Context: an optimization exercise on an open-source flow, tuned for small area. The choices shown serve that exercise and are no tape-out recipe. Function was checked by simulation only, so behaviour that the tests miss may differ from the original. Power and IR drop assume default switching activity.

==> run a <==
## uart_16550
module uart_16550 #(
    parameter DL_WIDTH = 16,
    parameter PSD_WIDTH = 4,
    parameter FIFO_DEPTH = 16
)(
    input  logic clk,
    input  logic rst,
    input  logic [31:0] awaddr,
    input  logic        awvalid,
    output logic        awready,
    input  logic [31:0] wdata,
    input  logic [3:0]  wstrb,
    input  logic        wvalid,
    output logic        wready,
    output logic        bvalid,
    output logic [1:0]  bresp,
    input  logic        bready,
    input  logic [31:0] araddr,
    input  logic        arvalid,
    output logic        arready,
    output logic [31:0] rdata,
    output logic        rvalid,
    output logic [1:0]  rresp,
    input  logic        rready,
    output logic irq,
    output logic irq_n,
    input  logic rxd,
    output logic txd
);
    logic [7:0] thr, lcr, dll, dlm, psd;
    logic wr_en, rd_en;
    logic [7:0] rd_data;
    logic tx_ready, rx_ready, rx_valid;
    logic parity_err, framing_err, overrun_err;
    logic new_baud;
    uart_top #(
        .DL_WIDTH(DL_WIDTH),
        .PSD_WIDTH(PSD_WIDTH),
        .FIFO_DEPTH(FIFO_DEPTH)
    ) uart_core (
        .clk(clk),
        .rst(rst),
        .rxd(rxd),
        .txd(txd),
        .wr_en(wr_en),
        .wr_data(thr),
        .tx_ready(tx_ready),
        .rd_en(rd_en),
        .rd_data(rd_data),
        .rx_ready(rx_ready),
        .rx_valid(rx_valid),
        .parity_err(parity_err),
        .framing_err(framing_err),
        .overrun_err(overrun_err),
        .lcr(lcr),
        .divisor_latch({dlm, dll}),
        .psd(psd[3:0]),
        .new_baud(new_baud)
    );
    axi_ui #(
        .DL_WIDTH(DL_WIDTH),
        .PSD_WIDTH(PSD_WIDTH),
        .FIFO_DEPTH(FIFO_DEPTH)
    ) ui (
        .clk(clk),
        .rst(rst),
  ...
clock: 6.0 ns
lec_check: 0
cap_margin: 20
core_margin: 2
core_utilization: 65
cts_buf_list: sky130_fd_sc_hd__clkbuf_16
cts_cluster_diameter: 80
cts_cluster_size: 30
place_density: 0.75
slew_margin: 20
standard.sh (not shown) runs the stock make flow with config.mk's settings and CLKGATE_MAP_FILE= SYNTH_SCRIPT=/design/flow/synth_recipe.tcl, a recipe that flattens the netlist after the stock synthesis.
==> flow/flow/run.sh <==
#!/bin/bash
# The standard layout (standard.sh), with four changes:
#  - the logic is mapped by an area-oriented ABC script (flow/area.script);
#    synthesis is otherwise the standard flow's own (flow/synth_area.tcl repeats
#    synth_recipe.tcl and only swaps the ABC script),
#  - ports are buffered with the smallest buffer,
#  - clock tree synthesis inserts no dummy loads,
#  - the constant outputs share one tie cell.
# Each tool's output goes to its ORFS log under orfs/logs; make's output
# goes to standard.log here.
set -euo pipefail
here=$(pwd)
diff <(tail -n +2 synth_recipe.tcl) <(grep -v '^ *#' flow/synth_area.tcl | sed -n '/^source/,$p') > synth_diff.log || true
bash standard.sh \
  SYNTH_SCRIPT=$here/flow/synth_area.tcl \
  "BUFFER_PORTS_ARGS=-buffer_cell sky130_fd_sc_hd__buf_1" \
  "CTS_ARGS=-sink_clustering_enable -repair_clock_nets -sink_clustering_size 30 -sink_clustering_max_diameter 80 -buf_list sky130_fd_sc_hd__clkbuf_16 -dont_use_dummy_load" \
  SKIP_REPAIR_TIE_FANOUT=1 \
  finish > standard.log 2>&1
==> flow/flow/area.script <==
strash
&get -n
&fraig -x
&put
scorr
dc2
dretime
strash
&get -n
&syn2
&dch -f
&nf -a -R 1000
&put
&get -n
&dch -f
&nf -a -R 1000
&put
==> flow/flow/synth_area.tcl <==
proc synth {args} { yosys synth -nofsm -noshare {*}$args }
# Map the logic with an area-oriented ABC script (the flip-flops are mapped
# before this step and are left as the standard synthesis makes them)
set ::area_abc_script [file join [file dirname [file normalize [info script]]] area.script]
proc abc {args} {
  set i [lsearch -exact $args -script]
  if { $i >= 0 } { lset args [expr { $i + 1 }] $::area_abc_script }
  yosys abc {*}$args
}
source $::env(SCRIPTS_DIR)/synth.tcl
# left out here: clear keep_hierarchy, flatten, clean up, hide names made inside functions, write 1_2_yosys.v
==> run b (differences from run a) <==
--- a/flow/flow/run.sh
+++ b/flow/flow/run.sh
@@ -1,7 +1,8 @@
 #!/bin/bash
-# The standard layout (standard.sh), with four changes:
+# The standard layout (standard.sh), with these changes:
 #  - the logic is mapped by an area-oriented ABC script (flow/area.script);
 #    synthesis is otherwise the standard flow's own (flow/synth_area.tcl repeats
 #    synth_recipe.tcl and only swaps the ABC script),
+#  - adders are left to ABC (no full/half adder extraction),
 #  - ports are buffered with the smallest buffer,
 #  - clock tree synthesis inserts no dummy loads,
@@ -16,4 +17,4 @@
   "BUFFER_PORTS_ARGS=-buffer_cell sky130_fd_sc_hd__buf_1" \
   "CTS_ARGS=-sink_clustering_enable -repair_clock_nets -sink_clustering_size 30 -sink_clustering_max_diameter 80 -buf_list sky130_fd_sc_hd__clkbuf_16 -dont_use_dummy_load" \
-  SKIP_REPAIR_TIE_FANOUT=1 \
+  SKIP_REPAIR_TIE_FANOUT=1 ADDER_MAP_FILE= \
   finish > standard.log 2>&1
--- a/flow/flow/area.script
+++ b/flow/flow/area.script
@@ -8,5 +8,5 @@
 strash
 &get -n
-&syn2
+&syn4
 &dch -f
 &nf -a -R 1000
Settings changed: CORE_UTILIZATION 65 to 78, PLACE_DENSITY 0.75 to 0.88.
==> run c (differences from run a) <==
==> flow/flow/area.script (replaced) <==
strash
&get -n
&fraig -x
&put
scorr
dc2
dretime
strash
&get -n
&syn2
&dch -f
&nf -a -R 1000
&put
Settings changed: CAP_MARGIN 20 to 5, SLEW_MARGIN 20 to 5.
==> run d (differences from run a) <==
==> flow/flow/run.sh (replaced) <==
#!/bin/bash
# The standard layout (standard.sh), with three changes:
#  - the logic is mapped by an area-oriented ABC script (flow/area.script);
#    synthesis is otherwise the standard flow's own (flow/synth_area.tcl repeats
#    synth_recipe.tcl and only swaps the ABC script),
#  - ports are buffered with the smallest buffer,
#  - clock tree synthesis inserts no dummy loads.
# Each tool's output goes to its ORFS log under orfs/logs; make's output
# goes to standard.log here.
set -euo pipefail
here=$(pwd)
diff <(tail -n +2 synth_recipe.tcl) <(grep -v '^ *#' flow/synth_area.tcl | sed -n '/^source/,$p') > synth_diff.log || true
bash standard.sh \
  SYNTH_SCRIPT=$here/flow/synth_area.tcl \
  "BUFFER_PORTS_ARGS=-buffer_cell sky130_fd_sc_hd__buf_1" \
  "CTS_ARGS=-sink_clustering_enable -repair_clock_nets -sink_clustering_size 30 -sink_clustering_max_diameter 80 -buf_list sky130_fd_sc_hd__clkbuf_16 -dont_use_dummy_load" \
  RECOVER_POWER=100 SKIP_REPAIR_TIE_FANOUT=1 \
  finish > standard.log 2>&1
==> flow/flow/area.script (replaced) <==
strash
&get -n
&fraig -x
&put
scorr
dc2
dretime
strash
&get -n
&syn2
&dch -f
&nf -a -R 1000
&put
==> comparison table <==
item	run b	run d	run a	run c
Synth Area in Compound Gates	11.97%	11.43%	11.25%	11.43%
Slew headroom	21.24%	-23.73%	16.68%	13.58%
Placed cell count	1565	1859	1814	1858
Total global-route track usage	32.46%	27.52%	27.75%	27.58%
Post-DR vias/cell	7.268	6.569	6.631	6.572
Portion of synthesized cell area occupied by the leading cell type	59.44%	55.51%	56.05%	55.51%
Combinational share of power	11.5%	18.2%	19.1%	18.2%
Final Slew Violations	0	171	0	0
Global-route wire length before repair	60.22 mm	66.18 mm	66.29 mm	66.43 mm
Well-tap cell count	285	390	384	390
CP Max Fanout	36	77	54	53
Total length of routed met2 wires	18.74 mm	19.64 mm	19.68 mm	19.83 mm
Sequential element share of the synthesized area	73.34%	68.48%	69.15%	68.48%
Cell Rows	55	63	62	63
Detailed Routing Iterations Pass 1	9	5	8	7
Multi-input combinational cell count	741	914	878	914
Run status	timing/DRC/antenna clean	failed layout checks	timing/DRC/antenna clean	timing/DRC/antenna clean
Reasons for failing layout checks	-	capacitance limit, slew limit	-	-
Summed area of non-filler cells in the final layout	19030 sq um	20420 sq um	20260 sq um	20440 sq um
Delay of the slowest critical-path stage	0.61 ns	1.33 ns	1.03 ns	0.96 ns
Power density over the cells	317.6 nW/um^2	336.5 nW/um^2	350.2 nW/um^2	336.6 nW/um^2
Worst slack, placed	2.239 ns	1.870 ns	2.261 ns	1.824 ns
Clock network power consumption	1.46 mW	1.52 mW	1.53 mW	1.52 mW

-- port drivers added, routing unchanged --
No port has a modelled driver above. Below, the same layouts with a new extraction and two added sets of constraints. Step 1: set_driving_cell puts a clkbuf_16 on clk and a buf_2 on each other input, an assumption about the parent block. Step 2 moves the port delays by t, midway between the first and last clock arrival at a register: inputs arrive t later, outputs are due t later. That takes back most of the time a late clock gives input paths. a / b / c = ideal / step 1 / step 2; a / b = the first two.
| run | t (ns) | slack for setup (ns) | latest minus earliest clock arrival (ns) |
|---|---|---|---|
| run a | 0.591 | 2.155 / 2.155 / 2.155 | 0.055 / 0.055 |
| run b | 0.564 | 2.547 / 2.547 / 2.547 | 0.032 / 0.031 |
| run c | 0.573 | 1.683 / 1.683 / 1.683 | 0.066 / 0.066 |
| run d | 0.580 | 1.026 / 1.026 / 1.026 | 0.041 / 0.041 |
